From an optimization exercise on the open Yosys and OpenROAD flow, aimed at small area, a short achievable clock period and few clock cycles; shortcuts taken in it are not production practice. At most, simulation tests tie the RTL to the original design; equivalence was not proved. The RTL of runs 1 and 7 was laid out without a check of its function. Power figures rest on the tool's default switching activity, not on a simulated workload.

### design.v
`default_nettype none
module skl_add #(parameter W = 32) (
    input  [W-1:0] a,
    input  [W-1:0] b,
    input          cin,
    output [W-1:0] s,
    output         cout
);
    wire [W-1:0] g0 = a & b;
    wire [W-1:0] p0 = a ^ b;
    reg [W-1:0] g, p;
    integer i, l;
    always @(*) begin
        g = g0;
        p = p0;
        g[0] = g0[0] | (p0[0] & cin);
        for (l = 0; (1 << l) < W; l = l + 1)
            for (i = W - 1; i >= 0; i = i - 1)
                if (((i >> l) & 1) == 1) begin
                    g[i] = g[i] | (p[i] & g[((i >> l) << l) - 1]);
                    p[i] = p[i] & p[((i >> l) << l) - 1];
                end
    end
    assign s = p0 ^ {g[W-2:0], cin};
    assign cout = g[W-1];
endmodule
module Processor (
    input CLK,
    input reset,
    output [31:0] imem_addr,
    input  [31:0] imem_rdata,
    output [31:0] dmem_addr,
    output [31:0] dmem_wdata,
    output        dmem_we,
    output        dmem_re,
    input  [31:0] dmem_rdata
);
    reg        we_e, st_e, ld_e, jalr_e, br_e;
    reg        pt_e;
    reg [3:0]  rd_e;
    reg [2:0]  f3_e;
    reg        sub_e, sra_e, selalt_e;
    reg [31:0] a_e;
    reg [31:0] b_e;        
    reg [31:0] alt_e;      
    wire [32:0] sum;
    skl_add #(32) u_sum (.a(a_e), .b(b_e), .cin(sub_e), .s(sum[31:0]), .cout(sum[32]));
    wire eq  = &(a_e ^ b_e);
    wire ltu = ~sum[32];
    wire lt  = (a_e[31] == b_e[31]) ? a_e[31] : sum[31];
    wire left = ~f3_e[2];
    reg [31:0] a_rev;
    integer i;
    always @(*) for (i = 0; i < 32; i = i + 1) a_rev[i] = a_e[31 - i];
    wire [31:0] sh_in = left ? a_rev : a_e;
    wire fill = sra_e & a_e[31] & ~left;
    reg [31:0] sh_w;
    always @(*) begin
        sh_w = sh_in;
        if (b_e[0]) sh_w = {{1{fill}}, sh_w[31:1]};
        if (b_e[1]) sh_w = {{2{fill}}, sh_w[31:2]};
        if (b_e[2]) sh_w = {{4{fill}}, sh_w[31:4]};
        if (b_e[3]) sh_w = {{8{fill}}, sh_w[31:8]};
        if (b_e[4]) sh_w = {{16{fill}}, sh_w[31:16]};
    end
    reg [31:0] sh_rev;
    always @(*) for (i = 0; i < 32; i = i + 1) sh_rev[i] = sh_w[31 - i];
    wire [31:0] shres = left ? sh_rev : sh_w;
    reg [31:0] alu;
    always @(*) begin
        case (f3_e)
            3'b000: alu = sum[31:0];
            3'b001: alu = shres;
            3'b010: alu = {31'd0, lt};
            3'b011: alu = {31'd0, ltu};
            3'b100: alu = a_e ^ b_e;
            3'b101: alu = shres;
            3'b110: alu = a_e | b_e;
            default: alu = a_e & b_e;
        endcase
    end
    wire [31:0] res_e = ld_e ? dmem_rdata : selalt_e ? alt_e : alu;
    reg cond;
    always @(*) begin
        case (f3_e)
            3'b000: cond = eq;
            3'b001: cond = ~eq;
            3'b100: cond = lt;
            3'b101: cond = ~lt;
            3'b110: cond = ltu;
            3'b111: cond = ~ltu;
            default: cond = 1'b0;
        endcase
    end
    wire mispred = br_e & (cond ^ pt_e);
    wire redirect = mispred | jalr_e;
    wire [31:0] rtgt = jalr_e ? sum[31:0] : alt_e;
    assign dmem_addr = sum[31:0];
    assign dmem_wdata = alt_e;
    assign dmem_we = st_e;
    assign dmem_re = ld_e;
    reg [31:0] rf [1:15];
    always @(posedge CLK) begin
        if (we_e) rf[rd_e] <= res_e;
    end
    reg [31:0] pc;
    wire [31:0] ins = imem_rdata;
    wire [6:0] op = ins[6:0];
    wire [2:0] f3 = ins[14:12];
    wire is_r    = (op == 7'b0110011);
    wire is_i    = (op == 7'b0010011);
    wire is_ld   = (op == 7'b0000011);
    wire is_st   = (op == 7'b0100011);
    wire is_br   = (op == 7'b1100011);
    wire is_jal  = (op == 7'b1101111);
    wire is_jalr = (op == 7'b1100111);
    wire is_lui  = (op == 7'b0110111);
    wire is_aui  = (op == 7'b0010111);
    wire [3:0] ra1 = ins[18:15];
    wire [3:0] ra2 = ins[23:20];
    wire [3:0] rd  = ins[10:7];
    reg [31:0] rf1, rf2;
    integer k;
    always @(*) begin
        rf1 = 32'd0;
        rf2 = 32'd0;
        for (k = 1; k < 16; k = k + 1) begin
            rf1 = rf1 | ({32{ra1 == k}} & rf[k]);
            rf2 = rf2 | ({32{ra2 == k}} & rf[k]);
        end
    end
    wire hit1 = we_e && rd_e == ra1;
    wire [31:0] rs1 = hit1 ? res_e : rf1;
    wire [31:0] rs2 = (we_e && rd_e == ra2) ? res_e : rf2;
    wire [31:0] imm_b = {{20{ins[31]}}, ins[7], ins[30:25], ins[11:8], 1'b0};
    wire [31:0] imm_j = {{12{ins[31]}}, ins[19:12], ins[20], ins[30:21], 1'b0};
    wire [31:0] imm_u = {ins[31:12], 12'b0};
    wire [31:0] pc4;
    wire pc4_co;
    skl_add #(30) u_pc4 (.a(pc[31:2]), .b(30'd1), .cin(1'b0), .s(pc4[31:2]), .cout(pc4_co));
    assign pc4[1:0] = pc[1:0];
    wire jalr_f = is_jalr & (~hit1 | selalt_e);
    wire [31:0] rs1_j = hit1 ? alt_e : rf1;
    wire jfmt = ins[6] & ~ins[3] & ins[2];      
    wire [31:0] imm_i = {{20{ins[31]}}, ins[31:20]};
    wire [31:0] imm_t = ins[3] ? imm_j : ~ins[6] ? imm_u : ins[2] ? imm_i : imm_b;
    wire [31:0] tgt;
    wire tgt_co;
    skl_add #(32) u_tgt (.a(jfmt ? rs1_j : pc), .b(imm_t), .cin(1'b0), .s(tgt), .cout(tgt_co));
    wire pt = is_jal | (is_br & ins[31]) | jalr_f;
    wire sub_f = (is_r & ins[30] & (f3 == 3'b000)) | ((is_r | is_i) & (f3[2:1] == 2'b01)) | is_br;
    wire [31:0] srcb_f = (is_r | is_br) ? rs2 : {{20{ins[31]}}, ins[31:25], is_st ? ins[11:7] : ins[24:20]};
    assign imem_addr = pc;
    always @(posedge CLK or posedge reset) begin
        if (reset) pc <= 32'd0;
        else if (redirect) pc <= rtgt;
        else if (pt) pc <= tgt;
        else pc <= pc4;
    end
    wire kill = redirect;    
    always @(posedge CLK or posedge reset) begin
        if (reset) begin
            we_e <= 1'b0; st_e <= 1'b0; ld_e <= 1'b0; jalr_e <= 1'b0; br_e <= 1'b0;
        end else begin
            we_e   <= ~kill & (is_r | is_i | is_ld | is_jal | is_jalr | is_lui | is_aui) & (rd != 4'd0);
            st_e   <= ~kill & is_st;
            ld_e   <= ~kill & is_ld;
            jalr_e <= ~kill & is_jalr & ~jalr_f;
            br_e   <= ~kill & is_br;
        end
    end
    always @(posedge CLK) begin
        pt_e     <= pt;
        rd_e     <= rd;
        f3_e     <= (is_r | is_i | is_br) ? f3 : 3'b000;
        sub_e    <= sub_f;
        sra_e    <= ins[30];
        selalt_e <= is_jal | is_jalr | is_lui | is_aui;
        a_e      <= rs1;
        b_e      <= srcb_f ^ {32{sub_f}};
        alt_e    <= is_st ? rs2 : is_lui ? imm_u : (is_aui | (is_br & ~pt)) ? tgt : pc4;
    end
endmodule
### flow/run.sh
#!/bin/bash
export SETUP_SLACK_MARGIN=6.5
export BUFFER_PORTS_ARGS="-buffer_cell sky130_fd_sc_hd__buf_2"
bash standard.sh > standard.log 2>&1
### standard.sh
#!/bin/bash
# synth_recipe.tcl (not shown) runs the flow's synth.tcl, then flattens the netlist and writes it again
# the make line also repeats each setting of config.mk as NAME=value (left out here)
make -C /OpenROAD-flow-scripts/flow DESIGN_CONFIG=/design/flow/config.mk WORK_HOME=/design/flow/orfs CLKGATE_MAP_FILE= SYNTH_SCRIPT=/design/flow/synth_recipe.tcl "${@:-finish}"
### config.mk
export PLATFORM = sky130hd
export DESIGN_NAME = Processor
export DESIGN_NICKNAME = Processor
export VERILOG_FILES = /design/flow/design.v
export SDC_FILE = /design/flow/constraint.sdc
export NUM_CORES = 4
export LEC_CHECK = 0
export CAP_MARGIN = 20
export CORE_MARGIN = 2
export CORE_UTILIZATION = 40
export SLEW_MARGIN = 20
### constraint.sdc
create_clock -name core_clock -period 12.0 [get_ports {CLK}]
set_input_delay 2.4000 -clock core_clock [delete_from_list [all_inputs] [get_ports {CLK}]]
set_output_delay 2.4000 -clock core_clock [all_outputs]
set_load 0.01 [all_outputs]
==> results of run 1 <==
-- power by group through the flow --
stage / logic, mW / registers [mW] / clock network, mW
after floorplan: 1.26 / 2.84 / 0
after CTS: 2.40 / 2.93 / 2.17
after global routing: 2.83 / 2.95 / 2.26
after detailed placement: 2.16 / 2.97 / 0
after global placement: 2.15 / 2.98 / 0
final: 2.72 / 2.97 / 2.17
-- routing by layer --
metal  global-route usage [%]  wire, microns  vias to the layer above
li1                         -              -                    13910
met1                    48.45          63980                    16770
met2                    54.57          74200                     3226
met3                    12.42          26110                      794
met4                    25.90          16110                        6
met5                   0.7764            116                        -
-- registers in the layout, indices dropped and copies added, names as in the netlist, 3 cells and up --
register  cells
b_e          32
a_e          32
alt_e        32
rf          480
rd_e          4
pc           32
f3_e          3
-- cells in the final DEF (no fill, tap or decap), drive strengths merged, types with 39 or more instances in the layout --
cell,instances
a21oi,148
a221oi,52
a222oi,56
a22o,67
a22oi,318
buf,423
clkbuf,90
dfxtp,107
edfxtp,480
ha,99
inv,142
mux2i,66
mux4,39
nand2,299
nand3,119
nand4,65
nor2,198
nor3,101
o21ai,153
xnor2,73
-- tightest hold or removal path, cell delays in order (launching register included) --
cell and delay, ns:
dfxtp_1 0.39, nand2_1 0.09, a31oi_1 0.07
-- timing repair --
item | 4_1_cts | 5_1_grt
endpoints found under the hold margin | 0 | 0
resized for setup | 256 | 139
cloned | 5 | 2
pin swaps | 88 | 125
setup endpoints to repair | 108 | 99
buffers inserted | 92 | 60
-- cells by family (layout without fill, tap and decap cells) --
kind of cell,count (synthesis),in the layout
simple gates,930,930
mux,131,131
other cells,0,11
flops,624,624
buf+inv,395,690
xor+xnor,110,110
fa+ha+maj,110,110
compound gates,1135,1135
-- stage by stage --
step | area, sq um | setup WS [ns]
2_1_floorplan | 36310 | 6.047
3_3_place_gp | 38450 | 4.460
3_5_place_dp | 38480 | 4.298
4_1_cts | 42790 | 6.089
5_1_grt | 44060 | 5.850
6_report | 44080 | 5.902
-- path summary, 6_finish.rpt --
kind	start	to	slack, ns
max reg2reg	f3_e[2]	b_e[15]	6.54
min	alt_e[12]	pc[12]	0.60
min in group asynchronous	reset	pc[28]	1.90
min reg2reg	alt_e[12]	pc[12]	0.60
max in group asynchronous	reset	ld_e	9.69
max	imem_rdata[17]	pc[29]	5.90
-- area by class of cell --
class	count	area, sq um	share of cell area, %
multi-input combinational	2416	18650	42.31
timing repair buffer	429	3631	8.236
tap	1165	1458	3.306
clock inverter	34	449.2	1.019
antenna	11	27.53	0.06244
sequential	624	17530	39.77
inverter	139	538.0	1.220
clock buffer	88	1795	4.073
==> impl_metrics.toml, run 1 <==
[critical_path]
cp_slowest_cell = "a221o_1"
crit_path_start_kind = "input port"
crit_fanout = 8
crit_family = "compound AO/OA/AOI/OAI gates"
slowest_delay_ns = 0.42
path_buf_inv = 5
crit_path_end_kind = "flop"
worstSetupPathType = "in2reg"
crit_chain = "buf_16 > nand2b_4 > buf_12 > nor2_4 > buf_6 > buf_4 > a22oi_1 > nand4_1 > nor3_4 > buf_12 > o31ai_2 > ha_1 > a21o_1 > a21o_1 > a221o_1 > a21oi_2 > nand2_1 > nor2_4 > o21bai_1 > xor2_1 > a22oi_1 > o211ai_1"
crit_arrival_ns = 6.64
worstRegToRegCells = 12
path_depth = 22
crit_required_ns = 12.54

[cells_and_area]
area_growth_pct = 22.84
final_util_pct = 49.73
final.fill_count = 7978
fin_nets = 3853
instances_no_fill = 4906
drive_gt1_share_pct = 24.18

[synth]
synth_edf_count = 480
syn_nets = 3611
synth_xor_area_share_pct = 2.684
synth_top_family_by_area = "compound AO/OA/AOI/OAI gates"
synthDistinctLibCells = 89
yosysWarnings = 3
synthArstFlopShare_pct = 5.929
yosysMostFrequentCell = "edfxtp_1"
avgSynthCellArea_sq_um = 10.45
ys.flop_type = "edfxtp_1"
synth_top_area_share_pct = 40.16
synthCells = 3435
synthMuxAreaShare_pct = 5.104
synthSimpleGateAreaFrac_pct = 12.15
synth.top_cells.by_area = "edfxtp_1 (40%), a22oi_1 (6.7%), dfxtp_1 (6.0%), ha_1 (3.5%), nand2_1 (3.1%)"
synthTopCellsByCount = "edfxtp_1 (480), a22oi_1 (318), nand2_1 (299), clkbuf_1 (205), nor2_1 (198)"
syn_area_sq_um = 35890
synthAdderAreaFrac_pct = 4.065
synth_top_area_cell = "edfxtp_1"
ys_seq_area_share_pct = 48.71
synth_compound_area_share_pct = 22.95
ys_ff_latch = 624

[timing]
whs_ns = 0.6028
maxSlewHeadroom_pct = 10.44
worst_pin_slew_ns = 1.333
finalSetupViolations = 0
finalCritPeriodShare_pct = 50.81
rsz0062_at_grt = "true"
fin_setup_tns_ns = 0
finClkSkew_ns = 0.02655
maxSlewViolCount = 0
final_hold_viol_count = 0
fmax_mhz = 164.0
fin_crit_ns = 6.098

[pwr]
ir_drop_mv = 0.1217
p_leak_nw = 16.04
power_density_nw_per_um2 = 178.3
power.total_mw = 7.862
clockPowerShare_pct = 27.6
pwr-share-comb_pct = 34.6
p_seq_share_pct = 37.8
power_switching_mw = 2.936
swShare_pct = 37.35
p_int_mw = 4.925

[floorplanning]
pin_count = 164
die_y_microns = 303.5
rows = 109
die-width_microns = 303.5
initial_core_util_pct = 40.49
dieArea_sq_um = 92140
coreArea_sq_um = 88650

[hold_path]
min_path_type = "reg2reg"
whs_path_depth = 2

[global_route]
grt_usage_pct = 37.97
first_global_vias = 31870
grt_pass1_wl_microns = 246800
grt_max_degree = 57
antenna_found_initial = 8
overflow = 0

[clock_network]
cts_inserted_buffers = 67
ctsLongestPathBuffers = 3
path_clk_slew_ns = 0.06
cts_tree = "built"
cts_root_buf = "clkbuf_16"
cts-htree-levels = 3
clk_latency_ns = 0.63
hold_buffers = 0
cts.sinks = 624

[routing]
ant_nets = 0
drc = 0
vias = 34710
drt_iter0_markers = 7127
wl_microns = 180500
avgViaCountPerCell = 7.074
first_pass_iters = 8
routedWlPerCell_microns = 36.80

[placed_design]
portBuffers = 163
place_inst = 4613
place.gp.congestion = 1.038
dp.final_hpwl_microns = 116100

[run]
drv_cap = 0

[outcome]
run_status = "complete, no violations"
==> inputs of run 2 (changes only) <==
--- a/design.v
+++ b/design.v
@@ -41,4 +41,5 @@
     reg [2:0]  f3_e;
     reg        sub_e, sra_e, selalt_e;
+    reg [7:0]  op_e;       
     reg [31:0] a_e;
     reg [31:0] b_e;        
@@ -49,36 +50,25 @@
     wire ltu = ~sum[32];
     wire lt  = (a_e[31] == b_e[31]) ? a_e[31] : sum[31];
-    wire left = ~f3_e[2];
-    reg [31:0] a_rev;
-    integer i;
-    always @(*) for (i = 0; i < 32; i = i + 1) a_rev[i] = a_e[31 - i];
-    wire [31:0] sh_in = left ? a_rev : a_e;
-    wire fill = sra_e & a_e[31] & ~left;
-    reg [31:0] sh_w;
+    wire fill = sra_e & a_e[31];
+    reg [31:0] shl, shr;
     always @(*) begin
-        sh_w = sh_in;
-        if (b_e[0]) sh_w = {{1{fill}}, sh_w[31:1]};
-        if (b_e[1]) sh_w = {{2{fill}}, sh_w[31:2]};
-        if (b_e[2]) sh_w = {{4{fill}}, sh_w[31:4]};
-        if (b_e[3]) sh_w = {{8{fill}}, sh_w[31:8]};
-        if (b_e[4]) sh_w = {{16{fill}}, sh_w[31:16]};
+        shl = a_e;
+        if (b_e[0]) shl = {shl[30:0], 1'b0};
+        if (b_e[1]) shl = {shl[29:0], 2'b0};
+        if (b_e[2]) shl = {shl[27:0], 4'b0};
+        if (b_e[3]) shl = {shl[23:0], 8'b0};
+        if (b_e[4]) shl = {shl[15:0], 16'b0};
+        shr = a_e;
+        if (b_e[0]) shr = {{1{fill}}, shr[31:1]};
+        if (b_e[1]) shr = {{2{fill}}, shr[31:2]};
+        if (b_e[2]) shr = {{4{fill}}, shr[31:4]};
+        if (b_e[3]) shr = {{8{fill}}, shr[31:8]};
+        if (b_e[4]) shr = {{16{fill}}, shr[31:16]};
     end
-    reg [31:0] sh_rev;
-    always @(*) for (i = 0; i < 32; i = i + 1) sh_rev[i] = sh_w[31 - i];
-    wire [31:0] shres = left ? sh_rev : sh_w;
-    reg [31:0] alu;
-    always @(*) begin
-        case (f3_e)
-            3'b000: alu = sum[31:0];
-            3'b001: alu = shres;
-            3'b010: alu = {31'd0, lt};
-            3'b011: alu = {31'd0, ltu};
-            3'b100: alu = a_e ^ b_e;
-            3'b101: alu = shres;
-            3'b110: alu = a_e | b_e;
-            default: alu = a_e & b_e;
-        endcase
-    end
-    wire [31:0] res_e = ld_e ? dmem_rdata : selalt_e ? alt_e : alu;
+    wire [31:0] res_e = ({32{ld_e}} & dmem_rdata) | ({32{selalt_e}} & alt_e)
+                      | ({32{op_e[0]}} & sum[31:0]) | ({32{op_e[1]}} & shl)
+                      | {31'd0, (op_e[2] & lt) | (op_e[3] & ltu)}
+                      | ({32{op_e[4]}} & (a_e ^ b_e)) | ({32{op_e[5]}} & shr)
+                      | ({32{op_e[6]}} & (a_e | b_e)) | ({32{op_e[7]}} & (a_e & b_e));
     reg cond;
     always @(*) begin
@@ -130,6 +120,5 @@
         end
     end
-    wire hit1 = we_e && rd_e == ra1;
-    wire [31:0] rs1 = hit1 ? res_e : rf1;
+    wire [31:0] rs1 = (we_e && rd_e == ra1) ? res_e : rf1;
     wire [31:0] rs2 = (we_e && rd_e == ra2) ? res_e : rf2;
     wire [31:0] imm_b = {{20{ins[31]}}, ins[7], ins[30:25], ins[11:8], 1'b0};
@@ -140,13 +129,9 @@
     skl_add #(30) u_pc4 (.a(pc[31:2]), .b(30'd1), .cin(1'b0), .s(pc4[31:2]), .cout(pc4_co));
     assign pc4[1:0] = pc[1:0];
-    wire jalr_f = is_jalr & (~hit1 | selalt_e);
-    wire [31:0] rs1_j = hit1 ? alt_e : rf1;
-    wire jfmt = ins[6] & ~ins[3] & ins[2];      
-    wire [31:0] imm_i = {{20{ins[31]}}, ins[31:20]};
-    wire [31:0] imm_t = ins[3] ? imm_j : ~ins[6] ? imm_u : ins[2] ? imm_i : imm_b;
+    wire [31:0] imm_t = ins[3] ? imm_j : ~ins[6] ? imm_u : imm_b;
     wire [31:0] tgt;
     wire tgt_co;
-    skl_add #(32) u_tgt (.a(jfmt ? rs1_j : pc), .b(imm_t), .cin(1'b0), .s(tgt), .cout(tgt_co));
-    wire pt = is_jal | (is_br & ins[31]) | jalr_f;
+    skl_add #(32) u_tgt (.a(pc), .b(imm_t), .cin(1'b0), .s(tgt), .cout(tgt_co));
+    wire pt = is_jal | (is_br & ins[31]);
     wire sub_f = (is_r & ins[30] & (f3 == 3'b000)) | ((is_r | is_i) & (f3[2:1] == 2'b01)) | is_br;
     wire [31:0] srcb_f = (is_r | is_br) ? rs2 : {{20{ins[31]}}, ins[31:25], is_st ? ins[11:7] : ins[24:20]};
@@ -166,5 +151,5 @@
             st_e   <= ~kill & is_st;
             ld_e   <= ~kill & is_ld;
-            jalr_e <= ~kill & is_jalr & ~jalr_f;
+            jalr_e <= ~kill & is_jalr;
             br_e   <= ~kill & is_br;
         end
@@ -177,4 +162,5 @@
         sra_e    <= ins[30];
         selalt_e <= is_jal | is_jalr | is_lui | is_aui;
+        op_e     <= (is_r | is_i) ? (8'd1 << f3) : 8'd0;
         a_e      <= rs1;
         b_e      <= srcb_f ^ {32{sub_f}};
==> run 2 against run 1 <==
Effect of this change:
- worst setup slack gained 0.31 ns
- die area shrank 1.2%
- critical path depth shrank 11
- power shrank 12%
- sequential share of layout area grew 3.0 points
- first-iteration DRC count shrank 7.4%
- area after synthesis shrank 1.2%
- clock power grew 3%
- wire length shrank 11%
- global-route usage shrank 3.6 points
- maximum frequency grew 5.4%
- critical path type is now reg2out
==> impl_metrics.toml, run 2 <==
[synth]
synth_top_area_cell = "edfxtp_1"
synthArstFlopShare_pct = 5.854
ys.flop_type = "edfxtp_1"
synth_compound_area_share_pct = 21.11
synth_xor_area_share_pct = 2.718
yosysMostFrequentCell = "edfxtp_1"
syn_area_sq_um = 35450
avgSynthCellArea_sq_um = 10.83
ys_seq_area_share_pct = 49.76
synth_top_family_by_area = "compound AO/OA/AOI/OAI gates"
synth_edf_count = 480
synthTopCellsByCount = "edfxtp_1 (480), a22oi_1 (322), nor2_1 (249), nand2_1 (243), clkbuf_1 (183)"
ys_ff_latch = 632
synthDistinctLibCells = 89
synthSimpleGateAreaFrac_pct = 11.70
synthCells = 3273
synthAdderAreaFrac_pct = 4.094
syn_nets = 3449
yosysWarnings = 3
synth.top_cells.by_area = "edfxtp_1 (41%), a22oi_1 (6.8%), dfxtp_1 (6.5%), ha_1 (3.5%), mux4_2 (3.2%)"
synth_top_area_share_pct = 40.66
synthMuxAreaShare_pct = 6.487

[placed_design]
dp.final_hpwl_microns = 100300
portBuffers = 163
place.gp.congestion = 1.009
dpl_cell_area_sq_um = 37720

[timing]
finalCritPeriodShare_pct = 48.21
worst_pin_slew_ns = 1.250
final_hold_viol_count = 0
maxSlewViolCount = 0
fmax_mhz = 172.8
maxSlewHeadroom_pct = 15.78
fin_crit_ns = 5.786
finClkSkew_ns = 0.03513
rsz0062_at_grt = "true"
finalSetupViolations = 0
fin_setup_tns_ns = 0

[global_route]
first_global_vias = 30400
grt_max_degree = 69
grt_pass1_wl_microns = 224100
grt_usage_pct = 34.36
antenna_found_initial = 8
overflow = 0

[critical_path]
crit_required_ns = 9.60
crit_path_start_kind = "flop"
slowest_delay_ns = 0.54
crit_family = "compound AO/OA/AOI/OAI gates"
worstSetupPathType = "reg2out"
path_common_cell = "a21oi_4"
crit_path_end_kind = "primary output"
crit_chain = "inv_1 > ha_1 > nand4_1 > a21oi_4 > o21bai_4 > a21oi_4 > nor2_4 > o211ai_1 > nor2_2 > xnor2_2 > buf_2"
cp_slowest_cell = "dfxtp_2"
path_buf_inv = 2
crit_fanout = 10
crit_arrival_ns = 3.39

[routing]
ant_nets = 0
first_pass_iters = 11
vias = 32390
drc = 0
routedWlPerCell_microns = 34.73
drt_iter0_markers = 6597
wl_microns = 161500
avgViaCountPerCell = 6.966

[cells_and_area]
final_util_pct = 47.10
fin_nets = 3602
largest_register_ffs = 480
largest_register = "rf"
final_cell_mix = "edfxtp_1 (480), a22oi_1 (321), nand2_1 (242)"
drive_gt1_share_pct = 20.30
fin_area_sq_um = 41500
area_growth_pct = 17.05
layout_commonest_cell = "edfxtp_1"

[clock_network]
cts_root_buf = "clkbuf_16"
path_clk_slew_ns = 0.06
cts.sinks = 632
hold_buffers = 0
clk_latency_ns = 0.65
ctsLongestPathBuffers = 3
cts_tree = "built"
cts-htree-levels = 3
cts_inserted_buffers = 71

[pwr]
p_leak_nw = 15.30
power_density_nw_per_um2 = 165.8
ir_drop_mv = 0.1511

[floorplanning]
die_y_microns = 301.7
pin_count = 164
die-width_microns = 301.7
dieArea_sq_um = 91030
coreArea_sq_um = 88100
rows = 109
initial_core_util_pct = 40.24

[outcome]
run_status = "complete, no violations"

[run]
drv_cap = 0

[hold_path]
min_path_type = "reg2reg"
[run 2: changes by cell type after synthesis, moves of 22 or more]
cell / change
nand2_1: -56
nor2_1: +51
o21ai_0: -30
o31ai_1: -28
a222oi_1: +24
inv_1: -24
clkbuf_1: -22
nand4_1: -22
[run 2: final timing paths]
kind | cells after the start | start | endpoint | slack (ns)
min in group asynchronous | 3 | reset | br_e | 1.89
worst min register to register | 2 | alt_e[8] | pc[8] | 0.54
worst max register to register | 12 | b_e[0] | b_e[2] | 6.50
max in group asynchronous | 3 | reset | pc[16] | 9.66
worst max-delay path | 11 | a_e[7] | dmem_addr[26] | 6.21
worst min-delay path | 2 | alt_e[8] | pc[8] | 0.54
[run 2: worst reg2reg max path: cells and delay by family, from the launching register on]
kind / cells / cell delay [ns]
AOI/OAI and AO/OA: 5 / 2.24
buffers and inverters: 3 / 1.37
muxes: 2 / 0.97
DFF: 1 / 0.40
xor gates and xnor gates: 1 / 0.34
and+or+nand+nor: 1 / 0.07
[run 2: layout make-up]
type                            instances  area, sq um
Antenna cell                            2        5.005
Clock buffer                           84         1887
Clock inverter                         46        485.5
Fill cell                            8112        46600
Inverter                              114        427.9
Multi-Input combinational cell       2282        17330
Sequential cell                       632        17740
Tap cell                             1165         1458
Timing Repair Buffer                  325         2171
[run 2: metal layers]
metal / track usage (%) / up-vias / share of wire, %
met5: 0 / - / 0.023
met2: 51.85 / 2935 / 43
li1: - / 13100 / -
met1: 44.57 / 15690 / 36
met3: 9.574 / 657 / 14
met4: 19.18 / 6 / 6.5
[run 2: power by group]
| group | internal (mW) | switching, mW | leakage (nW) |
|---|---|---|---|
| Clock | 1.27 | 0.963 | 1.15 |
| Combinational | 0.757 | 1.13 | 8.30 |
| Sequential | 2.47 | 0.291 | 5.85 |
[run 2: what timing repair did]
action                                  CTS  global route
endpoints found under the hold margin     0             0
pin swaps                                23            25
cloned                                    0             2
buffers inserted                         41            29
endpoints found under the setup margin   35            50
gates resized for setup                 151            47
[run 2: logic make-up (layout without fill, tap and decap cells)]
| group | count (synthesis) | in the layout |
|---|---|---|
| XOR/XNOR | 110 | 110 |
| flip-flops | 632 | 632 |
| buffers and inverters | 359 | 569 |
| multiplexers | 138 | 138 |
| adder cells (fa/ha/maj) | 110 | 110 |
| AO/OA/AOI/OAI | 1026 | 1026 |
| AND/OR/NAND/NOR | 898 | 898 |
| other | 0 | 2 |
[run 2: stage by stage]
stage / cells / power [mW] / setup slack [ns] / hold WS [ns]
3_3_place_gp: 4445 / 4.427 / 5.721 / 0.5236
3_5_place_dp: 4446 / 4.434 / 5.728 / 0.5367
5_1_grt: 4648 / 7.078 / 6.168 / 0.5552
4_1_cts: 4617 / 6.751 / 6.228 / 0.5371
2_1_floorplan: 3273 / 3.695 / 6.435 / 0.4994
6_report: 4650 / 6.881 / 6.214 / 0.5425
Testbench counts of run 2, summed over its fixed seeds: cycles 108,335.
==> inputs of run 3 (changes only) <==
--- a/config.mk
+++ b/config.mk
@@ -9,3 +9,4 @@
 export CORE_MARGIN = 2
 export CORE_UTILIZATION = 40
+export PLACE_DENSITY = 0.75
 export SLEW_MARGIN = 20
==> run 3 against run 2 <==
Effect of this change:
- sequential power barely moved
- hold slack improved by 0.00069 ns
- final cell count barely moved
- first-iteration DRC count rose by 0.64%
- power fell by 0.29%
- non-clock buffer count rose by 6
- worst setup slack improved by 0.0057 ns
- largest power group unchanged
==> impl_metrics.toml, run 3 <==
[outcome]
run_status = "complete, no violations"

[synth]
synth_top_area_cell = "edfxtp_1"
syn_nets = 3449
ys_seq_area_share_pct = 49.76
synth_top_area_share_pct = 40.66
synthCells = 3273
syn_area_sq_um = 35450
avgSynthCellArea_sq_um = 10.83
synthTopCellsByCount = "edfxtp_1 (480), a22oi_1 (322), nor2_1 (249), nand2_1 (243), clkbuf_1 (183)"
yosysWarnings = 3
synthArstFlopShare_pct = 5.854
ys_ff_latch = 632
ys.flop_type = "edfxtp_1"
synth.top_cells.by_area = "edfxtp_1 (41%), a22oi_1 (6.8%), dfxtp_1 (6.5%), ha_1 (3.5%), mux4_2 (3.2%)"
yosysMostFrequentCell = "edfxtp_1"
synthDistinctLibCells = 89
synth_edf_count = 480

[routing]
routedWlPerCell_microns = 33.74
first_pass_iters = 13
avgViaCountPerCell = 7.102
drc = 0
drt_iter0_markers = 6639
wl_microns = 156900
ant_nets = 0
vias = 33030

[pwr]
power_switching_mw = 2.357
clockPowerShare_pct = 32.2
p_leak_nw = 15.29
swShare_pct = 34.35
pwr-share-comb_pct = 27.5
ir_drop_mv = 0.1482
p_int_mw = 4.504
p_seq_share_pct = 40.4
power_density_nw_per_um2 = 165.6

[placed_design]
dp.final_hpwl_microns = 98120
portBuffers = 163
place.gp.congestion = 1.045

[cells_and_area]
drive_gt1_share_pct = 20.41
fin_nets = 3605
final_util_pct = 47.04
layout_commonest_cell = "edfxtp_1"
final_cell_mix = "edfxtp_1 (480), a22oi_1 (321), nand2_1 (243)"
area_growth_pct = 16.90
largest_register_ffs = 480
largest_register = "rf"

[critical_path]
crit_path_start_kind = "flop"
crit_arrival_ns = 3.38
crit_fanout = 10
worstSetupPathType = "reg2out"
worstRegToRegCells = 16
r2r_end = "b_e[17]"
crit_path_end_kind = "primary output"
crit_start = "a_e[7]"
r2r_start = "a_e[0]"
cp-endpoint = "dmem_addr[21]"
r2r_slack_ns = 6.65
crit_required_ns = 9.60

[clock_network]
cts_inserted_buffers = 68
cts_root_buf = "clkbuf_16"
path_clk_slew_ns = 0.06
cts-htree-levels = 3
clk_latency_ns = 0.63
cts.sinks = 632
hold_buffers = 0
ctsLongestPathBuffers = 3
cts_tree = "built"

[timing]
fmax_mhz = 173.0
rsz0062_at_grt = "true"
maxSlewViolCount = 0
final_hold_viol_count = 0
maxSlewHeadroom_pct = 15.66
finalCritPeriodShare_pct = 48.17
finalSetupViolations = 0
worst_pin_slew_ns = 1.254
fin_crit_ns = 5.780
finClkSkew_ns = 0.02938
fin_setup_tns_ns = 0

[global_route]
first_global_vias = 30640
grt_usage_pct = 33.40
grt_pass1_wl_microns = 219800
antenna_found_initial = 5
overflow = 0
grt_max_degree = 69

[floorplanning]
dieArea_sq_um = 91030
die_y_microns = 301.7
pin_count = 164
initial_core_util_pct = 40.24
coreArea_sq_um = 88100
rows = 109
die-width_microns = 301.7

[hold_path]
whs_path_depth = 2
min_path_type = "reg2reg"

[run]
drv_cap = 0
run 3: cell counts after synthesis:
No cell type changed its count.
run 3: area by class of cell:
class | count | area (sq um)
Fill cell | 7938 | 46660
Sequential cell | 632 | 17750
Tap cell | 1165 | 1458
Inverter | 114 | 427.9
Clock buffer | 82 | 1826
Clock inverter | 42 | 513.0
Timing Repair Buffer | 331 | 2146
Antenna cell | 3 | 7.507
Multi-Input combinational cell | 2282 | 17320
run 3: critical path, cell delays in order, from the launching register on:
cell and delay [ns]:
dfxtp_2 0.54, inv_1 0.09, ha_1 0.42, nand4_1 0.19, a21oi_4 0.23, o21bai_4 0.14
a21o_1 0.23, a21boi_2 0.20, buf_4 0.14, nor2_2 0.04, xnor2_2 0.32, buf_2 0.21
run 3: metal layers:
| metal | track usage (%) | vias to the layer above | routed length (microns) |
|---|---|---|---|
| met5 | 0 | - | 67 |
| met4 | 21.20 | 4 | 12340 |
| met3 | 12.61 | 780 | 26620 |
| met2 | 47.97 | 3467 | 64550 |
| met1 | 42.28 | 15660 | 53350 |
| li1 | - | 13120 | - |
run 3: how the worst min path moves through the flow:
stage / from / end / slack [ns]
after CTS: alt_e[8] / pc[8] / 0.54
after detailed placement: alt_e[8] / pc[8] / 0.54
after global routing: alt_e[8] / pc[8] / 0.58
after global placement: alt_e[8] / pc[8] / 0.52
after floorplan: alt_e[14] / pc[14] / 0.50
final: alt_e[8] / pc[8] / 0.54
run 3: cell families (layout without fill, tap and decap cells):
| group | count (synthesis) | count (layout) | synth area share [%] |
|---|---|---|---|
| muxes | 138 | 138 | 6.487 |
| xor gates and xnor gates | 110 | 110 | 2.718 |
| DFF | 632 | 632 | 49.76 |
| adders and majority gates | 110 | 110 | 4.094 |
| other | 0 | 3 | 0 |
| and+or+nand+nor | 898 | 898 | 11.70 |
| AOI/OAI and AO/OA | 1026 | 1026 | 21.11 |
| buffers and inverters | 359 | 569 | 4.129 |
run 3: power groups by stage:
stage               combinational, mW  sequential [mW]  clock, mW
finish                           1.89             2.77       2.21
CTS                              1.75             2.74       2.21
floorplan                        1.02             2.67          0
detailed placement               1.63             2.79          0
global route                     1.98             2.76       2.29
global placement                 1.61             2.79          0
run 3: timing repair:
action | in CTS | in global routing
pin swaps | 31 | 25
setup endpoints to repair | 29 | 37
resized for setup | 152 | 48
buffers inserted | 51 | 29
run 3: per-stage QoR:
| stage | cell area [sq um] | std cells | setup WS (ns) | hold WS [ns] | power [mW] |
|---|---|---|---|---|---|
| global placement | 37700 | 4444 | 5.825 | 0.5226 | 4.400 |
| floorplan | 35460 | 3273 | 6.435 | 0.4994 | 3.695 |
| CTS | 40960 | 4619 | 6.347 | 0.5388 | 6.696 |
| global route | 41440 | 4648 | 6.245 | 0.5775 | 7.028 |
| detailed placement | 37700 | 4444 | 5.778 | 0.5411 | 4.412 |
| finish | 41440 | 4651 | 6.220 | 0.5432 | 6.861 |
==> inputs of run 4 (changes only) <==
==> flow/run.sh (replaced) <==
#!/bin/bash
export SETUP_SLACK_MARGIN=7
export BUFFER_PORTS_ARGS="-buffer_cell sky130_fd_sc_hd__buf_2"
bash standard.sh > standard.log 2>&1
--- a/config.mk
+++ b/config.mk
@@ -9,4 +9,3 @@
 export CORE_MARGIN = 2
 export CORE_UTILIZATION = 40
-export PLACE_DENSITY = 0.75
 export SLEW_MARGIN = 20
==> run 4 against run 3 <==
Effect of this change:
- critical path depth is 1 higher
- worst setup slack better by 0.16 ns
- cell area is 2.1% higher
- largest cell class unchanged
- clock-buffer cell count stayed put
- via count is 0.96% lower
- die area stayed put
- highest routed layer unchanged
- largest power group unchanged
- clock skew is 0.012 ns higher
- critical endpoint is now dmem_addr[19]
==> impl_metrics.toml, run 4 <==
[pwr]
ir_drop_mv = 0.1512
power.total_mw = 6.945
p_leak_nw = 15.61
power_density_nw_per_um2 = 164.2

[floorplanning]
die_y_microns = 301.7
die-width_microns = 301.7
initial_core_util_pct = 40.24
rows = 109
pin_count = 164
dieArea_sq_um = 91030
coreArea_sq_um = 88100

[cells_and_area]
largest_register = "rf"
fin_nets = 3645
drive_gt1_share_pct = 22.92
final_util_pct = 48.02
instances_no_fill = 4696
largest_register_ffs = 480
layout_commonest_cell = "edfxtp_1"
final_cell_mix = "edfxtp_1 (480), a22oi_1 (320), nand2_1 (239)"
area_growth_pct = 19.33

[timing]
maxSlewViolCount = 0
rsz0062_at_grt = "true"
final_hold_viol_count = 0
maxSlewHeadroom_pct = 13.44
fin_crit_ns = 5.618
finalCritPeriodShare_pct = 46.82
finClkSkew_ns = 0.04162
fin_setup_tns_ns = 0
fmax_mhz = 178.0
finalSetupViolations = 0
worst_pin_slew_ns = 1.292

[critical_path]
slowest_delay_ns = 0.45
crit_path_end_kind = "primary output"
crit_fanout = 5
path_buf_inv = 3
worstRegToRegCells = 14
path_depth = 12
cp_slowest_cell = "dfxtp_2"
r2r_end = "b_e[30]"
r2r_slack_ns = 7.03
crit_arrival_ns = 3.22
path_common_cell = "a21oi_2"
crit_required_ns = 9.60
crit_family = "compound AO/OA/AOI/OAI gates"
r2r_start = "b_e[0]"
crit_path_start_kind = "flop"
worstSetupPathType = "reg2out"
crit_chain = "inv_1 > ha_1 > a21oi_2 > a21oi_4 > o21bai_4 > a21boi_2 > o21ai_2 > nand2b_1 > a21oi_2 > xnor2_2 > buf_4 > buf_6"

[placed_design]
dp.final_hpwl_microns = 100900
portBuffers = 163
place.gp.congestion = 1.061
place_inst = 4446

[global_route]
met3_usage_pct = 10.51
grt_usage_pct = 34.60
overflow = 0
busiest_layer = "met2"
antenna_found_initial = 7
gr-usage-met2_pct = 51.17
grt_max_degree = 69
first_global_vias = 30570
grt_use_met1_pct = 45.18
grt_pass1_wl_microns = 225600

[synth]
syn_area_sq_um = 35450
synth_top_area_share_pct = 40.66
yosysWarnings = 3
synth_edf_count = 480
synthArstFlopShare_pct = 5.854
ys_ff_latch = 632
synth.top_cells.by_area = "edfxtp_1 (41%), a22oi_1 (6.8%), dfxtp_1 (6.5%), ha_1 (3.5%), mux4_2 (3.2%)"
synthDistinctLibCells = 89
syn_nets = 3449
avgSynthCellArea_sq_um = 10.83
ys.flop_type = "edfxtp_1"
synthCells = 3273
synthTopCellsByCount = "edfxtp_1 (480), a22oi_1 (322), nor2_1 (249), nand2_1 (243), clkbuf_1 (183)"
synth_top_area_cell = "edfxtp_1"
yosysMostFrequentCell = "edfxtp_1"
ys_seq_area_share_pct = 49.76

[clock_network]
ctsLongestPathBuffers = 3
cts_tree = "built"
cts_inserted_buffers = 70
path_clk_slew_ns = 0.06
clk_latency_ns = 0.64
cts_root_buf = "clkbuf_16"
cts-htree-levels = 3
cts.sinks = 632

[hold_path]
whs_path_depth = 2
min_path_type = "reg2reg"
min_from = "alt_e[8]"
hold_end = "pc[8]"

[routing]
first_pass_iters = 9
drt_iter0_markers = 6593
vias = 32710
routedWlPerCell_microns = 34.60
avgViaCountPerCell = 6.966
ant_nets = 0
drc = 0
wl_microns = 162500

[run]
drv_cap = 0

[outcome]
run_status = "complete, no violations"
-- run 4: changes by cell type in the layout (fill, tap and decap cells not counted), sizes merged, moves of 3 or more --
| cell | change |
|---|---|
| buf | +30 |
| clkinv | +12 |
| clkbuf | +5 |
| bufinv | -3 |
-- run 4: logic make-up after synthesis --
logic type,Yosys count,synth area share [%]
DFF,632,49.76
xor gates and xnor gates,110,2.718
buffers and inverters,359,4.129
adders and majority gates,110,4.094
and+or+nand+nor,898,11.70
muxes,138,6.487
AOI/OAI and AO/OA,1026,21.11
-- run 4: repair_timing --
item	4_1_cts	5_1_grt
cloned	3	2
gates resized for setup	210	71
hold buffers	0	0
setup buffers	76	35
pin swaps	39	48
endpoints found under the setup margin	93	118
-- run 4: cell type report --
cell class | count | area (sq um)
Clock buffer | 82 | 1849
Inverter | 114 | 431.7
Multi-Input combinational cell | 2283 | 17710
Tap cell | 1165 | 1458
Antenna cell | 5 | 12.51
Fill cell | 7980 | 45800
Timing Repair Buffer | 368 | 2599
Clock inverter | 47 | 485.5
Sequential cell | 632 | 17760
-- run 4: how the worst max path moves through the flow --
stage / endpoint / startpoint / slack, ns
floorplan: alt_e[31] / imem_rdata[3] / 6.89
global placement: dmem_addr[19] / b_e[1] / 5.72
detailed placement: dmem_addr[19] / b_e[1] / 5.64
CTS: dmem_addr[22] / b_e[0] / 6.43
global route: dmem_addr[22] / b_e[0] / 6.30
finish: dmem_addr[19] / b_e[3] / 6.38
-- run 4: worst reg2reg max path: cells and delay by family, from the launching register on --
| kind | cells | cell delay (ns) |
|---|---|---|
| compound gates | 6 | 2.35 |
| simple gates | 1 | 0.09 |
| xor+xnor | 1 | 0.08 |
| flops | 1 | 0.38 |
| mux | 2 | 0.99 |
| buf+inv | 4 | 0.94 |
-- run 4: metal layers --
metal,part of all wire (%),wire [microns],up-vias
li1,-,-,13220
met1,36,58080,15830
met2,43,69180,3025
met3,15,24690,627
met4,6.5,10520,6
met5,0.023,37,-
-- run 4: stage by stage --
stage / worst slack, ns / hold WS, ns / cell area, sq um
2_1_floorplan: 6.888 / 0.4994 / 35620
3_3_place_gp: 5.724 / 0.5185 / 37820
3_5_place_dp: 5.641 / 0.5152 / 37820
4_1_cts: 6.432 / 0.5122 / 41630
5_1_grt: 6.298 / 0.5230 / 42290
6_report: 6.382 / 0.5134 / 42310
-- run 4: power breakdown --
group	leakage, nW	total (mW)	switching, mW	internal, mW
logic	8.63	2.01	1.17	0.840
registers	5.85	2.76	0.287	2.47
clock network	1.14	2.18	0.945	1.23
==> inputs of run 5 (changes only) <==
==> flow/run.sh (replaced) <==
#!/bin/bash
export SETUP_SLACK_MARGIN=6
export BUFFER_PORTS_ARGS="-buffer_cell sky130_fd_sc_hd__buf_2"
bash standard.sh > standard.log 2>&1
--- a/config.mk
+++ b/config.mk
@@ -9,3 +9,4 @@
 export CORE_MARGIN = 2
 export CORE_UTILIZATION = 40
+export PLACE_DENSITY = 0.75
 export SLEW_MARGIN = 20
==> run 5 against run 4 <==
Effect of this change:
- worst setup slack worse by 0.34 ns
- final cell count decreased by 2.3%
- sequential share of layout area rose by 1.9 points
- register-to-register slack got worse by 0.97 ns
==> impl_metrics.toml, run 5 <==
[cells_and_area]
multiInputGateArea_sq_um = 16850
area_growth_pct = 13.70
seqCellArea_sq_um = 17680
layout_commonest_cell = "edfxtp_1"
final_util_pct = 45.75
largest_register_ffs = 480
largest_register = "rf"
fin_nets = 3541
final_cell_mix = "edfxtp_1 (480), a22oi_1 (321), nand2_1 (243)"
instances_no_fill = 4587
drive_gt1_share_pct = 16.73
final.fill_count = 8037

[synth]
syn_area_sq_um = 35450
synthCells = 3273
avgSynthCellArea_sq_um = 10.83
ys_seq_area_share_pct = 49.76
synth.top_cells.by_area = "edfxtp_1 (41%), a22oi_1 (6.8%), dfxtp_1 (6.5%), ha_1 (3.5%), mux4_2 (3.2%)"
synthDistinctLibCells = 89
synth_top_area_cell = "edfxtp_1"
synthArstFlopShare_pct = 5.854
synth_edf_count = 480
yosysMostFrequentCell = "edfxtp_1"
syn_nets = 3449
yosysWarnings = 3
ys_ff_latch = 632
ys.flop_type = "edfxtp_1"
synthTopCellsByCount = "edfxtp_1 (480), a22oi_1 (322), nor2_1 (249), nand2_1 (243), clkbuf_1 (183)"
synth_top_area_share_pct = 40.66

[clock_network]
path_clk_slew_ns = 0.06
cts_root_buf = "clkbuf_16"
cts-htree-levels = 3
clk_latency_ns = 0.65
cts_tree = "built"
hold_buffers = 0
cts_inserted_buffers = 68
cts.sinks = 632
ctsLongestPathBuffers = 3

[pwr]
p_int_mw = 4.345
power_density_nw_per_um2 = 164.7
power.total_mw = 6.638
power_switching_mw = 2.293
swShare_pct = 34.55
ir_drop_mv = 0.1591
clockPowerShare_pct = 32.4
p_leak_nw = 14.84
p_seq_share_pct = 41.3
pwr-share-comb_pct = 26.2

[placed_design]
portBuffers = 163
place.gp.congestion = 1.003
place_inst = 4449
dp.final_hpwl_microns = 99020

[timing]
finalCritPeriodShare_pct = 49.61
finClkSkew_ns = 0.03273
finalSetupViolations = 0
fin_crit_ns = 5.953
worst_pin_slew_ns = 1.339
final_hold_viol_count = 0
fmax_mhz = 168.0
maxSlewViolCount = 0
rsz0062_at_grt = "true"
maxSlewHeadroom_pct = 9.972
fin_setup_tns_ns = 0

[critical_path]
worstSetupPathType = "reg2out"
crit_path_end_kind = "primary output"
crit_path_start_kind = "flop"
crit_required_ns = 9.60
crit_arrival_ns = 3.55
crit_fanout = 10
r2r_slack_ns = 6.06

[routing]
wl_microns = 156200
drt_iter0_markers = 6837
first_pass_iters = 13
drc = 0
routedWlPerCell_microns = 34.05
vias = 31920
avgViaCountPerCell = 6.958
ant_nets = 0

[global_route]
antenna_found_initial = 7
overflow = 0
first_global_vias = 30200
grt_max_degree = 68
grt_pass1_wl_microns = 218200
grt_usage_pct = 33.43

[floorplanning]
die_y_microns = 301.7
initial_core_util_pct = 40.24
dieArea_sq_um = 91030
die-width_microns = 301.7
coreArea_sq_um = 88100
pin_count = 164
rows = 109

[outcome]
run_status = "complete, no violations"

[run]
drv_cap = 0

[hold_path]
min_path_type = "reg2reg"
-- run 5: cell count changes in the layout (fill, tap and decap cells not counted), sizes merged --
cell,change
buf,-95
clkinv,-13
inv,+5
clkbuf,-3
diode,-3
bufbuf,-2
clkinvlp,+2
bufinv,+1
nor2,-1
-- run 5: cells by family after synthesis --
logic type / synth area share, %
compound gates: 21.11
xor+xnor: 2.718
fa+ha+maj: 4.094
buf+inv: 4.129
flops: 49.76
mux: 6.487
simple gates: 11.70
-- run 5: metal layers --
layer  wire length, microns  track usage, %
met5                    119          0.1553
met4                  10870           19.26
met3                  25510           13.40
met2                  65060           48.28
met1                  54600           42.35
-- run 5: layout make-up --
cell class | count | share of cell area, %
Tap cell | 1165 | 3.616
Timing Repair Buffer | 267 | 4.011
Antenna cell | 2 | 0.01242
Clock inverter | 42 | 1.211
Inverter | 114 | 1.062
Clock buffer | 83 | 4.411
Sequential cell | 632 | 43.87
Multi-Input combinational cell | 2282 | 41.81
-- run 5: worst paths after layout --
kind | start | depth (start not counted) | to
max | a_e[5] | 9 | dmem_addr[9]
min | alt_e[8] | 2 | pc[8]
max reg2reg | b_e[0] | 11 | alt_e[15]
min reg2reg | alt_e[8] | 2 | pc[8]
max in group asynchronous | reset | 3 | pc[27]
min in group asynchronous | reset | 3 | st_e
-- run 5: repair_timing --
action,in CTS,in global routing
pin swaps,4,4
setup endpoints to repair,23,19
resized for setup,23,40
cloned,0,0
setup buffers,7,4
-- run 5: stage by stage --
stage / cell area (sq um) / hold slack (ns) / worst slack [ns]
after floorplan: 35450 / 0.4994 / 6.323
after global placement: 37730 / 0.5115 / 5.807
after detailed placement: 37730 / 0.5316 / 5.839
after CTS: 40160 / 0.5304 / 5.956
after global routing: 40300 / 0.5392 / 5.953
final: 40310 / 0.5234 / 6.047
-- run 5: power groups by stage --
stage               sequential [mW]  combinational (mW)  clock (mW)
floorplan                      2.67                1.02           0
finish                         2.74                1.74        2.15
global placement               2.78                1.63           0
detailed placement             2.78                1.65           0
CTS                            2.73                1.67        2.16
global route                   2.74                1.86        2.24
-- run 5: worst max-delay path, stage by stage (launching register included) --
cell,delay (ns)
dfxtp_1,0.35
buf_4,0.21
inv_1,0.06
ha_1,0.38
a211oi_2,0.28
o21bai_2,0.16
or2_2,0.32
fa_1,0.38
xor2_1,0.53
buf_2,0.25
==> inputs of run 6 (changes only) <==
==> flow/run.sh (replaced) <==
#!/bin/bash
export SETUP_SLACK_MARGIN=7
export BUFFER_PORTS_ARGS="-buffer_cell sky130_fd_sc_hd__buf_2"
bash standard.sh > standard.log 2>&1
==> run 6 against run 5 <==
Effect of this change:
- global-route usage fell by 0.58 points
- synthesized cell count stayed put
- still clean
- hold slack improved by 0.038 ns
- clock power is 8% lower
- final cell count up 1.1%
- clock-buffer cell count shrank 6
- power up 1.2%
- sequential share of layout area fell by 1.0 points
- critical endpoint is now dmem_addr[22]
==> impl_metrics.toml, run 6 <==
[global_route]
overflow = 0
antenna_found_initial = 9
grt_pass1_wl_microns = 217700
first_global_vias = 30710
grt_max_degree = 68
grt_usage_pct = 32.85

[placed_design]
dp.final_hpwl_microns = 97700
portBuffers = 163
place.gp.congestion = 1.081

[pwr]
ir_drop_mv = 0.1676
p_leak_nw = 15.21
power_density_nw_per_um2 = 162.2

[synth]
synthDistinctLibCells = 89
yosysWarnings = 3
synth_top_area_cell = "edfxtp_1"
synthMuxAreaShare_pct = 6.487
synth_top_family_by_area = "compound AO/OA/AOI/OAI gates"
synthSimpleGateAreaFrac_pct = 11.70
synth_xor_area_share_pct = 2.718
synthCells = 3273
synthArstFlopShare_pct = 5.854
yosysMostFrequentCell = "edfxtp_1"
ys_seq_area_share_pct = 49.76
synth_compound_area_share_pct = 21.11
syn_nets = 3449
synthTopCellsByCount = "edfxtp_1 (480), a22oi_1 (322), nor2_1 (249), nand2_1 (243), clkbuf_1 (183)"
syn_area_sq_um = 35450
avgSynthCellArea_sq_um = 10.83
synth_edf_count = 480
synth_top_area_share_pct = 40.66
ys.flop_type = "edfxtp_1"
ys_ff_latch = 632
synth.top_cells.by_area = "edfxtp_1 (41%), a22oi_1 (6.8%), dfxtp_1 (6.5%), ha_1 (3.5%), mux4_2 (3.2%)"
synthAdderAreaFrac_pct = 4.094

[clock_network]
hold_buffers = 0
clk_latency_ns = 0.67
cts-htree-levels = 2
cts.sinks = 632
cts_inserted_buffers = 61
cts_tree = "built"
cts_root_buf = "clkbuf_16"
ctsLongestPathBuffers = 3
path_clk_slew_ns = 0.07

[timing]
finalSetupViolations = 0
rsz0062_at_grt = "true"
final_hold_viol_count = 0
fmax_mhz = 175.4
finClkSkew_ns = 0.05089
maxSlewHeadroom_pct = 20.91
finalCritPeriodShare_pct = 47.51
fin_setup_tns_ns = 0
fin_crit_ns = 5.701
maxSlewViolCount = 0
worst_pin_slew_ns = 1.186
whs_ns = 0.5611

[routing]
first_pass_iters = 13
vias = 32940
ant_nets = 0
routedWlPerCell_microns = 33.63
avgViaCountPerCell = 7.104
drc = 0
drt_iter0_markers = 6936
wl_microns = 155900

[cells_and_area]
fin_nets = 3592
layout_commonest_cell = "edfxtp_1"
area_growth_pct = 16.81
largest_register_ffs = 480
final_cell_mix = "edfxtp_1 (480), a22oi_1 (321), nand2_1 (241)"
drive_gt1_share_pct = 21.03
largest_register = "rf"

[critical_path]
path_common_cell = "fa_2"
crit_path_start_kind = "flop"
cp_slowest_cell = "dfxtp_4"
crit_chain = "fa_2 > inv_2 > fa_2 > nand3b_1 > a21oi_4 > o21bai_4 > a21o_4 > a21boi_4 > o21a_1 > nor2_2 > xnor2_2 > buf_2"
crit_required_ns = 9.60
worstSetupPathType = "reg2out"
crit_path_end_kind = "primary output"
slowest_delay_ns = 0.41
crit_fanout = 6
crit_arrival_ns = 3.30

[floorplanning]
initial_core_util_pct = 40.24
dieArea_sq_um = 91030
die-width_microns = 301.7
rows = 109
pin_count = 164
coreArea_sq_um = 88100
die_y_microns = 301.7

[hold_path]
min_path_type = "reg2reg"

[run]
drv_cap = 0

[outcome]
run_status = "complete, no violations"
[run 6: cell types whose count changed in the layout (fill, tap and decap cells not counted), moves of 13 or more]
cell | previous run | this run
buf_6 | 3 | 24
ha_1 | 96 | 79
buf_4 | 101 | 145
dfxtp_4 | 4 | 21
dfxtp_1 | 91 | 78
[run 6: worst paths after layout]
kind | startpoint | to | slack, ns | cells past startpoint
max in group asynchronous | reset | pc[18] | 9.66 | 3
worst min-delay path | alt_e[24] | pc[24] | 0.56 | 2
worst min register to register | alt_e[24] | pc[24] | 0.56 | 2
worst max register to register | b_e[3] | b_e[8] | 6.91 | 15
worst max-delay path | b_e[0] | dmem_addr[22] | 6.30 | 12
min in group asynchronous | reset | pc[9] | 1.89 | 3
[run 6: critical path, delay by kind of cell, from the launching register on]
family	cells	cell delay (ns)
AO/OA/AOI/OAI	5	1.04
AND/OR/NAND/NOR	2	0.28
buffers and inverters	2	0.21
XOR/XNOR	1	0.17
adder cells (fa/ha/maj)	2	0.56
flip-flops	1	0.41
[run 6: where the power goes]
part / switching, mW / internal, mW
clock: 0.860 / 1.12
sequential: 0.293 / 2.47
combinational: 1.17 / 0.807
total: 2.32 / 4.39
[run 6: through the flow]
| step | total power [mW] | area (sq um) | setup WS (ns) | utilization [%] | cells |
|---|---|---|---|---|---|
| final | 6.716 | 41410 | 6.299 | 47.00 | 4637 |
| after floorplan | 3.723 | 35620 | 6.888 | - | 3273 |
| after detailed placement | 4.443 | 37780 | 6.204 | 42.88 | 4440 |
| after global routing | 6.892 | 41400 | 6.228 | 46.99 | 4632 |
| after CTS | 6.499 | 40640 | 6.312 | 46.13 | 4594 |
| after global placement | 4.427 | 37780 | 6.120 | 42.88 | 4440 |
[run 6: area by class of cell]
type,count,area (sq um)
Multi-Input combinational cell,2283,17520
Tap cell,1165,1458
Clock buffer,77,1628
Fill cell,7937,46690
Antenna cell,5,12.51
Inverter,114,427.9
Sequential cell,632,17740
Timing Repair Buffer,324,2195
Clock inverter,37,431.7
[run 6: layer usage]
layer  track usage (%)  share of wire (%)  up-vias  wire (microns)
li1                  -                  -    13100               -
met1             40.60                 33    15510           51520
met2             47.83                 41     3454           64540
met3             13.48                 17      868           27190
met4             20.16                8.1       10           12620
met5                 0              0.044        -              68
[run 6: repair_timing]
action | in CTS | in global routing
setup buffers | 40 | 35
pin swaps | 27 | 51
gates resized for setup | 144 | 95
endpoints found under the hold margin | 0 | 0
endpoints found under the setup margin | 49 | 96
cloned | 0 | 3
[run 6: logic make-up (layout without fill, tap and decap cells)]
family,after synthesis,count (layout)
AOI/OAI and AO/OA,1026,1026
xor gates and xnor gates,110,110
adders and majority gates,110,110
buffers and inverters,359,552
DFF,632,632
muxes,138,138
other,0,5
and+or+nand+nor,898,899
==> inputs of run 7 (changes only) <==
--- a/design.v
+++ b/design.v
@@ -85,6 +85,9 @@
     wire mispred = br_e & (cond ^ pt_e);
     wire redirect = mispred | jalr_e;
-    wire [31:0] rtgt = jalr_e ? sum[31:0] : alt_e;
-    assign dmem_addr = sum[31:0];
+    wire [31:0] addr;
+    wire addr_c;
+    skl_add #(32) u_addr (.a(a_e), .b(b_e), .cin(1'b0), .s(addr), .cout(addr_c));
+    wire [31:0] rtgt = jalr_e ? addr : alt_e;
+    assign dmem_addr = addr;
     assign dmem_wdata = alt_e;
     assign dmem_we = st_e;
==> run 7 against run 6 <==
Effect of this change:
- still clean on timing, DRC and antenna
- register-to-register slack gained 0.08 ns
- worst setup slack got worse by 0.10 ns
- synthesized cell count is 0.79% higher
- cell area is 3.6% higher
- clock power is 4% higher
- largest power group unchanged
==> impl_metrics.toml, run 7 <==
[routing]
first_pass_iters = 10
drc = 0
drt_iter0_markers = 7236
ant_nets = 0
vias = 33860
routedWlPerCell_microns = 34.20
avgViaCountPerCell = 7.166
wl_microns = 161600

[timing]
finalCritPeriodShare_pct = 48.38
fmax_mhz = 172.2
fin_setup_tns_ns = 0
rsz0062_at_grt = "true"
worst_pin_slew_ns = 1.092
fin_crit_ns = 5.806
maxSlewViolCount = 0
setup_ws_ns = 6.194
final_hold_viol_count = 0
whs_ns = 0.5929
maxSlewHeadroom_pct = 27.23
finalSetupViolations = 0
finClkSkew_ns = 0.03061

[synth]
syn_area_sq_um = 35790
synth_edf_count = 480
synthArstFlopShare_pct = 5.854
synth_top_area_share_pct = 40.28
synth.top_cells.by_area = "edfxtp_1 (40%), dfxtp_1 (6.4%), a22oi_1 (6.3%), mux4_2 (4.0%), ha_1 (3.5%)"
synthDistinctLibCells = 89
yosysMostFrequentCell = "edfxtp_1"
syn_nets = 3480
synthCells = 3299
avgSynthCellArea_sq_um = 10.85
yosysWarnings = 3
ys_ff_latch = 632
ys_seq_area_share_pct = 49.30
synth_top_area_cell = "edfxtp_1"
synthTopCellsByCount = "edfxtp_1 (480), a22oi_1 (302), nand2_1 (216), nor2_1 (208), a21oi_1 (189)"
ys.flop_type = "edfxtp_1"

[critical_path]
crit_arrival_ns = 3.41
crit_path_end_kind = "primary output"
crit_start = "b_e[0]"
r2r_end = "b_e[6]"
cp-endpoint = "dmem_addr[29]"
slowest_delay_ns = 0.39
crit_required_ns = 9.60
r2r_slack_ns = 6.99
crit_path_start_kind = "flop"
cp_slowest_cell = "dfxtp_4"
crit_fanout = 4
crit_chain = "ha_4 > fa_2 > a21oi_4 > o21bai_4 > a211oi_4 > o21ai_4 > a21oi_2 > o21ai_2 > a211oi_2 > nor2_1 > xor2_1 > buf_2"
r2r_start = "b_e[0]"
worstRegToRegCells = 11
worstSetupPathType = "reg2out"

[outcome]
run_status = "complete, no violations"

[clock_network]
cts-htree-levels = 3
cts_tree = "built"
cts_root_buf = "clkbuf_16"
ctsLongestPathBuffers = 3
path_clk_slew_ns = 0.07
hold_buffers = 0
clk_latency_ns = 0.63
cts.sinks = 632
cts_inserted_buffers = 66

[cells_and_area]
final_cell_mix = "edfxtp_1 (480), a22oi_1 (302), nand2_1 (210)"
layout_commonest_cell = "edfxtp_1"
final.fill_count = 7715
area_growth_pct = 19.85
largest_register = "rf"
largest_register_ffs = 480
fin_nets = 3688
final_util_pct = 48.46
drive_gt1_share_pct = 23.72

[placed_design]
place.gp.congestion = 1.066
portBuffers = 163
pre_cts_ws_ns = 5.645
dp.final_hpwl_microns = 98690

[pwr]
power.total_mw = 7.072
power_density_nw_per_um2 = 164.9
p_leak_nw = 15.85
ir_drop_mv = 0.09287

[hold_path]
min_path_type = "reg2reg"
min_from = "pc[0]"

[global_route]
antenna_found_initial = 11
grt_pass1_wl_microns = 225500
overflow = 0
first_global_vias = 31640
grt_usage_pct = 34.04
grt_max_degree = 58

[floorplanning]
rows = 109
initial_core_util_pct = 40.43
dieArea_sq_um = 91880
die-width_microns = 303.1
pin_count = 164
die_y_microns = 303.1
coreArea_sq_um = 88510

[run]
drv_cap = 0
## run 7: cell type report
type,instances,area [sq um],area share (%)
timing repair buffer,392,2923,6.814
timing repair inverter,1,16.27,0.03792
antenna,2,5.005,0.01167
inverter,135,548.0,1.278
multi-input combinational,2279,18050,42.09
tap,1165,1458,3.398
clock buffer,78,1738,4.052
sequential,632,17740,41.36
clock inverter,41,412.9,0.9627
## run 7: cell families after synthesis
kind of cell / after synthesis / share of synthesized area (%)
simple gates: 818 / 10.75
xor+xnor: 125 / 3.059
buf+inv: 388 / 4.426
flops: 632 / 49.30
fa+ha+maj: 115 / 4.335
mux: 162 / 6.860
compound gates: 1059 / 21.27
## run 7: routing by layer
layer / routed length (microns) / GRT usage (%)
met4: 13690 / 22.82
met5: 42 / 0
met3: 27990 / 12.68
met2: 66260 / 48.87
met1: 53600 / 42.74
## run 7: what timing repair did
item,in CTS,in global routing
pin swaps,44,42
resized for setup,184,115
setup endpoints to repair,137,82
hold endpoints to repair,0,0
buffers inserted,81,42
gates cloned,7,0
## run 7: worst min-delay path by stage
| stage | to | cells after the start |
|---|---|---|
| floorplan | pc[12] | 2 |
| global placement | pc[9] | 2 |
| detailed placement | pc[9] | 2 |
| CTS | pc[9] | 2 |
| global route | pc[12] | 2 |
| finish | alt_e[0] | 2 |
## run 7: power breakdown
part | internal, mW | switching [mW] | total (mW)
clock network | 1.14 | 0.914 | 2.06
logic | 0.937 | 1.30 | 2.23
registers | 2.48 | 0.305 | 2.78
## run 7: worst max-delay path: cells and delay by family (launching register included)
family,cells,cell delay [ns]
AOI/OAI and AO/OA,7,1.26
adders and majority gates,2,0.55
DFF,1,0.39
xor gates and xnor gates,1,0.32
buffers and inverters,1,0.20
and+or+nand+nor,1,0.08
## run 7: per-stage QoR
step / std cells / instance area (sq um)
finish: 4725 / 42890
global route: 4723 / 42890
CTS: 4679 / 42010
detailed placement: 4472 / 38210
global placement: 4472 / 38210
floorplan: 3299 / 35990

[re-timing with driven ports]
The results above use ideal ports. As a check the final layouts listed here were re-extracted and re-timed, cells and wires unchanged.
Step 1, drivers: a clkbuf_16 drives CLK and a buf_2 each remaining input, both assumed.
Step 2 times the ports against the registers' clock, not the clock port: input delays grow and output delays shrink by t, the midpoint of the rising clock arrivals with the driver on.
Slacks: ideal ports / drivers / drivers and shift; pairs: ideal ports / drivers.
run	shift t [ns]	slack for setup (ns)	worst setup path at the end	clock arrival spread, ns
run 1	0.693	5.902 / 5.909 / 5.217	input to register	0.031 / 0.031
run 2	0.700	6.214 / 6.143 / 6.026	input to register	0.035 / 0.035
run 3	0.691	6.220 / 6.147 / 5.939	input to register	0.030 / 0.029
run 4	0.682	6.382 / 6.316 / 6.321	input to register	0.042 / 0.042
run 5	0.697	6.047 / 5.980 / 5.781	input to register	0.033 / 0.033
run 6	0.716	6.299 / 6.231 / 6.296	input to register	0.051 / 0.051
run 7	0.684	6.194 / 6.125 / 6.277	input to register	0.036 / 0.036
After both steps setup and hold are still met in every run listed. For run 1, which loses most, drivers alone change the setup slack by +0.007 ns; drivers and shift together by -0.685 ns.
